What follows belongs to an exercise in optimizing a design on an open flow for small area and a short achievable clock period; a production flow would make more cautious choices. In this exercise RTL edits were held to simulation tests only and were not proved equivalent to the original. Power is estimated from default activity; no workload was simulated.

--- flow/run.sh ---
#!/bin/bash
# synth_recipe.tcl (not shown) runs the flow's synth.tcl, then flattens the netlist and writes it again
# the make line also repeats each setting of config.mk as NAME=value (left out here)
make -C /OpenROAD-flow-scripts/flow DESIGN_CONFIG=/design/flow/config.mk WORK_HOME=/design/flow/orfs CLKGATE_MAP_FILE= SYNTH_SCRIPT=/design/flow/synth_recipe.tcl finish
--- flow/config.mk ---
export PLATFORM = sky130hd
export DESIGN_NAME = SingleCycle
export DESIGN_NICKNAME = SingleCycle
export VERILOG_FILES = /design/flow/design.v
export SDC_FILE = /design/flow/constraint.sdc
export NUM_CORES = 4
export LEC_CHECK = 0
export CAP_MARGIN = 30
export CORE_MARGIN = 2
export CORE_UTILIZATION = 40
export PLACE_DENSITY = 0.6
export SETUP_SLACK_MARGIN = 0.3
export SLEW_MARGIN = 30
--- flow/constraint.sdc ---
create_clock -name core_clock -period 18.0 [get_ports {Clk}]
set_input_delay 3.6000 -clock core_clock [delete_from_list [all_inputs] [get_ports {Clk}]]
set_output_delay 3.6000 -clock core_clock [all_outputs]
set_load 0.01 [all_outputs]
--- flow/design.v ---
module Control(OPCode, Reg2Loc, Branch, UncondBranch, MemRead, MemToReg, ALUOP, MemWrite, ALUSrc, RegWrite);
input [10:0] OPCode;                         
output [1:0] ALUOP;                          
reg    [1:0] ALUOP;
output Reg2Loc;
output Branch;
output UncondBranch;
output MemRead;
output MemToReg;
output MemWrite;
output ALUSrc;
output RegWrite;
reg Reg2Loc, Branch, UncondBranch, MemRead, MemToReg, MemWrite, ALUSrc, RegWrite;
always @ (*)
begin
    Reg2Loc      =  1'b0;
    ALUSrc       =  1'b0;
    MemToReg     =  1'b0;
    RegWrite     =  1'b0;
    MemRead      =  1'b0;
    MemWrite     =  1'b0;
    Branch       =  1'b0;
    UncondBranch =  1'b0;
    ALUOP        =  2'b00;
    casez(OPCode)
        11'b11111000010:                     
            begin
                ALUSrc      =  1'b1;
                MemToReg    =  1'b1;
                RegWrite    =  1'b1;
                MemRead     =  1'b1;
                ALUOP       =  2'b00;
            end
        11'b11111000000:                     
            begin
                Reg2Loc     =  1'b1;
                ALUSrc      =  1'b1;
                MemWrite    =  1'b1;
                ALUOP       =  2'b00;
            end
        11'b10110100???:                     
            begin
                Reg2Loc     =  1'b1;
                Branch      =  1'b1;
                ALUOP       =  2'b01;
            end
        11'b000101?????:                     
            begin
                UncondBranch =  1'b1;
            end
        11'b10001011000,                     
        11'b11001011000,                     
        11'b10001010000,                     
        11'b10101010000:                     
            begin
                RegWrite    =  1'b1;
                ALUOP       =  2'b10;
            end
        11'b11010011011,                     
        11'b11010011010:                     
            begin
                ALUSrc      =  1'b1;
                RegWrite    =  1'b1;
                ALUOP       =  2'b10;
            end
        11'b1011001000?:                     
            begin
                ALUSrc      =  1'b1;
                RegWrite    =  1'b1;
                ALUOP       =  2'b11;
            end
        default: ;
    endcase
end
endmodule
module ALUControl(Operation, ALUOP, OPCode);
input [1:0] ALUOP;                           
input [10:0] OPCode;                         
output reg [3:0] Operation;                  
always @ (*)
begin
	Operation = 4'b0111;                     
	if (ALUOP == 2'b00)                      
		Operation =  4'b0010;
	if (ALUOP == 2'b01)                      
		Operation =  4'b0111;
	if (ALUOP == 2'b11)                      
		Operation =  4'b0001;
	if (ALUOP == 2'b10)                      
	begin
		if (OPCode == 11'b10001011000)       
			Operation =  4'b0010;
		if (OPCode == 11'b11001011000)       
			Operation =  4'b0110;
		if (OPCode == 11'b10001010000)       
			Operation =  4'b0000;
		if (OPCode == 11'b10101010000)       
			Operation =  4'b0001;
		if (OPCode == 11'b11010011011)       
			Operation =  4'b0011;
		if (OPCode == 11'b11010011010)       
			Operation =  4'b0100;
	end
end
endmodule
 module ALU(Out, R1, R2, Mode, Zero);
    localparam [3:0] OP_ADD   = 4'b0010;
    localparam [3:0] OP_SUB   = 4'b0110;
    localparam [3:0] OP_AND   = 4'b0000;
    localparam [3:0] OP_OR    = 4'b0001;
    localparam [3:0] OP_LSL   = 4'b0011;
    localparam [3:0] OP_LSR   = 4'b0100;
    localparam [3:0] OP_PassB = 4'b0111;
    input   [63:0] R1, R2;   
    input   [3:0] Mode;      
    output  [63:0] Out;      
    reg     [63:0] Out;
    output  wire Zero;
    always @(*)
        begin
        case(Mode)
            OP_AND:   Out = R1 & R2;
            OP_OR:    Out = R1 | R2;
            OP_ADD:   Out = R1 + R2;
            OP_LSL:   Out = R1 << R2;
            OP_LSR:   Out = R1 >> R2;
            OP_SUB:   Out = R1 - R2;
            OP_PassB: Out = R2;
            default:  Out = 64'b0;
        endcase
    end
    assign Zero = (Out == 64'b0);
endmodule
module SignExtend(Instruction, extended);
input [31:0] Instruction;
output reg [63:0] extended;
always @ (*)
begin
if (Instruction[31:26] == 6'b000101)                                      
	extended = {{38{Instruction[25]}}, Instruction[25:0]};
else if(Instruction[31:24] == 8'b10110100)                                
	extended = {{45{Instruction[23]}}, Instruction[23:5]};
else if(Instruction[31:21] == 11'b11111000010 || Instruction[31:21] == 11'b11111000000)    
	extended = {{55{Instruction[20]}}, Instruction[20:12]};
else if(Instruction[31:21] == 11'b11010011011 || Instruction[31:21] == 11'b11010011010)    
	extended = {{58{1'b0}}, Instruction[15:10]};
else if(Instruction[31:22] == 10'b1011001000)                             
	extended = {{52{1'b0}}, Instruction[21:10]};
else
	extended = {{32{Instruction[31]}},Instruction};
end
endmodule
module RegisterFile(R1, R2, WReg, Data, WE, Out1, Out2, Clk, Rst);
	input Clk;						 
	input Rst;
	input [4:0] R1, R2;				 
	input [4:0] WReg;				 
	input [63:0] Data;				 
	input WE;						 
	output [63:0] Out1, Out2;		 
	reg [63:0] registers [30:0]; 	 
	integer i;
	assign Out1 = (R1 == 5'b11111) ? 64'b0 : registers[R1];
	assign Out2 = (R2 == 5'b11111) ? 64'b0 : registers[R2];
	always @ (posedge Clk)
	begin
		if(Rst)
		begin
			for(i = 0; i < 31; i=i+1)
				registers[i] <= 64'b0;
		end
		else
		begin
			if(WE && WReg != 5'b11111)
				registers[WReg] <= Data;
		end
	end
endmodule
module ProgramCounter (NextPC, CurrentPC, SignExt, Branch, UncondBranch, ALUZero);
input [63:0] CurrentPC;
input [63:0] SignExt;
input Branch;
input UncondBranch;
input ALUZero;
output reg [63:0] NextPC;
always @ (*)
begin
    if (UncondBranch || (Branch && ALUZero))   
        NextPC = CurrentPC + (SignExt << 2);
    else
        NextPC = CurrentPC + 4;
end
endmodule
module SingleCycle(Clk, Rst, startPC, currentPC, instruction,
                   dMemAddr, dMemWData, dMemRead, dMemWrite, dMemRData);
   input Clk;
   input Rst;
   input [63:0] startPC;
   output [63:0] currentPC;
   input [31:0] instruction;
   output [63:0] dMemAddr;
   output [63:0] dMemWData;
   output dMemRead;
   output dMemWrite;
   input [63:0] dMemRData;
   wire [63:0] 	 nextPC;
   reg [63:0] 	 currentPC;
   wire [31:0] 	 currentInstruction;
   wire [10:0] 	 OPCode;
   wire [4:0] 	 rm,rn,rd;
   wire [5:0] 	 shamt;
   assign currentInstruction = instruction;
   assign {OPCode, rm, shamt, rn, rd} = currentInstruction;
   wire [63:0] 	 Out1;
   wire [63:0] 	 Out2;
   wire [63:0] 	 Data;
   wire [4:0]	 Rb;
   wire Reg2Loc, Branch, UncondBranch, MemRead, MemToReg, MemWrite, ALUSrc, RegWrite;
   wire [1:0] 	 ALUOP;
   wire [3:0] 	 Operation;
   wire [63:0] 	 ALUIn1, ALUIn2;
   wire [63:0] 	 OutALU;
   wire 	 Zero;
   wire [63:0]    signextended;
   ProgramCounter next(
      .NextPC(nextPC),
      .CurrentPC(currentPC),
      .SignExt(signextended),
      .Branch(Branch),
      .UncondBranch(UncondBranch),
      .ALUZero(Zero)
   );
   always @ (posedge Clk)
   begin
      if(Rst)
         currentPC <= startPC;
      else
         currentPC <= nextPC;
   end
   Control control(
      .OPCode(OPCode),
      .Reg2Loc(Reg2Loc),
      .Branch(Branch),
      .UncondBranch(UncondBranch),
      .MemRead(MemRead),
      .MemToReg(MemToReg),
      .ALUOP(ALUOP),
      .MemWrite(MemWrite),
      .ALUSrc(ALUSrc),
      .RegWrite(RegWrite)
   );
   assign Rb = Reg2Loc ? rd : rm;
   RegisterFile registers(
      .R1(rn),
      .R2(Rb),
      .WReg(rd),
      .Data(Data),
      .WE(RegWrite),
      .Out1(Out1),
      .Out2(Out2),
      .Clk(Clk),
      .Rst(Rst)
   );
   SignExtend SignExt(
      .Instruction(currentInstruction),
      .extended(signextended)
   );
   ALUControl ALUCont(
      .Operation(Operation),
      .ALUOP(ALUOP),
      .OPCode(OPCode)
   );
   assign ALUIn2 = ALUSrc ? signextended : Out2;
   assign ALUIn1 = Out1;
   ALU mainALU(
      .Out(OutALU),
      .R1(ALUIn1),
      .R2(ALUIn2),
      .Mode(Operation),
      .Zero(Zero)
   );
   assign dMemAddr  = OutALU;
   assign dMemWData = Out2;
   assign dMemRead  = MemRead;
   assign dMemWrite = MemWrite;
   assign Data = MemToReg == 1 ? dMemRData : OutALU;
endmodule
==> run notes <==
Power Density 105.8 mW/mm²; Clock Root Buffer clkbuf_16; Die Height 578.2 µm; Power, Total 0.01714 W; Detail Route Antenna Nets 0; period utilisation layout 96.55%; H-tree depth 4; most common cell after layout, fill and taps aside nor2_1; CTS Buf Count 226; count of input and output buffers 355; worst vdd ir 0.00009604 V; Die ar. 0.3343 mm²; gr ovfl total 0; vias post-DR 126,000; IO Pins 356; Post-synth EDFFs 2,050; placed cell area 0.1532 mm²; Critical Path RT 18,860 ps; worst skew pair latency 1000 ps; Die W 578.2 µm; Mean Syn Cell Area 10.54 µm²; most frequent cells in the layout nor2_1 (2,468), edfxtp_1 (2,050), buf_4 (1,794); Hold WC Path Type register to register; crit path kind input port to register; row cnt 210; drc violations 0; CORE AREA 0.3277 mm²; number of distinct library cells after synthesis 120; WL/cell 39.20 µm; DP Wirelength 503,400 µm; CP max stage cell or4b_4; clock sink total 2,112; crit path DAT 18,240 ps; register area share after synthesis 47.62%; Least-Margin Pin Slew 1154 ps; CTS tree built; total negative slack 0 ps; minimum clock period 17,380 ps; worst-path maximum fanout 7; DRT Wirelength 723,700 µm; leakage 63.95 nW; Worst slew margin 20.85%; fin nets 14,180; Post-synth ARST share 0%; achievable frequency 57.54 MHz; Worst path most repeated cell buf_4; ys flop type edfxtp_1; Setup crit start kind input port; Initial Util 40.25%; final setup vio count 0; post-DR vias/cell 6.825; gpl congestion 1.096; Clock transition at path regs 60 ps; layout cell share with drive strength beyond 1 24.73%; area grow syn2layout 22.91%; Clock Path Buffers 4; Synth Instances 12,510; Clock Skew 142.7 ps; Post-Syn Area 0.1319 mm²; Total GRT Usage 41.98%; Final Max Tran Viols 0; endpoints failing hold 0; number of global-route vias before repair 117,100; largest net degree at the start of global routing 117; Critical Path Sink Type register; CP max stage delay 660 ps; starting DRC count in detailed routing 23,340; maxcap violations 0; status timing/DRC/antenna clean; RSZ-0062 raised after global routing false; fin area 0.1621 mm²; first-pass GRT wire length 972,200 µm; flops & latches, synth 2,112; DR pass1 iterations 7; synthesis warning total 7; initial antenna violation count 75; Hold-fix buffers, CTS 0
[per-layer routing]
layer  vias up  wire [µm]  GRT usage, %  share of wire, %
li1      49250          -             -                 -
met3      3110     117000         17.54                16
met2     11780     294700         59.25                41
met1     61780     244800         50.89                34
met4        69      66670         31.72               9.2
met5         -        522             0             0.072
[synthesized netlist by cell type, types with 71 or more instances]
cell type	instances	area [µm²]
o21ai_0	363	1817
and3_1	120	750.7
a31oi_1	129	807.0
a211oi_1	161	1209
nand3_1	433	2167
clkbuf_1	754	2830
o211ai_1	127	953.4
buf_1	108	405.4
mux4_2	640	14410
nor2_1	2489	9343
a22oi_1	93	698.2
buf_2	214	1071
inv_1	190	713.2
nand2b_1	77	481.7
buf_4	78	585.6
nor3_1	111	555.5
ha_1	130	1627
a21o_1	76	570.6
edfxtp_1	2050	61560
a21oi_1	384	1922
xnor2_1	89	779.5
nand2_1	1451	5446
nand4_1	75	469.2
xor2_1	71	621.9
mux2i_1	660	6606
mux2_2	182	2049
[sequential cells by signal, indices dropped and copies added, names as in the netlist]
register,count
registers.registers,2048
currentPC,64
[stage by stage]
| step | std cells | worst slack (ps) | util [%] | hold WS (ps) |
|---|---|---|---|---|
| finish | 18460 | 621.4 | 49.47 | 683.9 |
| CTS | 18400 | 318.5 | 49.18 | 659.5 |
| global placement | 17950 | -1981 | 46.66 | 635.6 |
| detailed placement | 17970 | -2025 | 46.76 | 640.8 |
| floorplan | 12570 | 335.8 | - | 647.9 |
| global route | 18430 | 195.3 | 49.44 | 695.6 |
[final timing paths]
check	start	end	slack [ps]	cells past startpoint
worst max-delay path	instruction[24]	currentPC[59]$_DFF_P_	620	69
worst min-delay path	currentPC[2]$_DFF_P_	currentPC[2]$_DFF_P_	680	2
worst min register to register	currentPC[2]$_DFF_P_	currentPC[2]$_DFF_P_	680	2
worst max register to register	registers.registers[16][8]$_SDFFCE_PN0P_	currentPC[59]$_DFF_P_	5200	63
[worst max-delay path: cells and delay by family]
| kind | cells | cell delay (ps) |
|---|---|---|
| buffers and inverters | 15 | 2680 |
| xor gates and xnor gates | 2 | 330 |
| AOI/OAI and AO/OA | 30 | 5710 |
| adders and majority gates | 2 | 560 |
| and+or+nand+nor | 20 | 5260 |
[cell type report]
cell class | count | area, µm²
fillers | 29650 | 165600
multi-input cells | 9047 | 65230
flip-flops and latches | 2112 | 62800
repair buffers | 2307 | 20170
clock buffers | 260 | 5804
well taps | 4346 | 5438
clock inverters | 157 | 1815
inverters | 194 | 729.5
diodes | 38 | 95.09
[kinds of logic after synthesis]
family,Yosys count,share of synthesized area [%]
muxes,1486,17.53
buffers and inverters,1413,4.824
and+or+nand+nor,5013,15.99
xor gates and xnor gates,160,1.063
AOI/OAI and AO/OA,2132,11.25
DFF,2112,47.62
adders and majority gates,192,1.719
other,1,0.002844
[power breakdown]
group,switching (W),total [W],internal [W]
clock,0.00212,0.00498,0.00286
sequential,0.000136,0.00576,0.00563
combinational,0.00431,0.00640,0.00209
total,0.00657,0.0171,0.0106
[timing repair]
item / 4_1_cts / 5_1_grt
pin swaps: 12 / 52
gates cloned: 1 / 4
setup buffers: 13 / 22
gates resized for setup: 41 / 118
endpoints found under the hold margin: 0 / 0
endpoints found under the setup margin: 30 / 16

separate check: timing with driven ports:
The results above use ideal ports. As a check the final layout listed here was re-extracted and re-timed, cells and wires unchanged. Step 1 (the two cells are an assumption about what drives the block):
set clk [get_ports {Clk}]
set_driving_cell -lib_cell sky130_fd_sc_hd__clkbuf_16 $clk
set_driving_cell -lib_cell sky130_fd_sc_hd__buf_2 [delete_from_list [all_inputs] $clk]
Step 2 times the ports against the registers' clock, not the clock port: input delays grow and output delays shrink by t, the midpoint of the rising clock arrivals with the driver on. Slacks: ideal / step 1 / step 2; pairs: ideal / step 1.
t (ns): 1.033
setup slack, ns: 0.621 / 0.674 / -0.356
hold WS [ns]: 0.684 / 0.684 / 0.684
worst register clock-pin slew, ns: 0.07 / 0.07
Met with ideal ports but missed after step 2: setup timing in this run. The setup slack of this run moves by +0.053 ns with the drivers and by -0.977 ns with both steps.
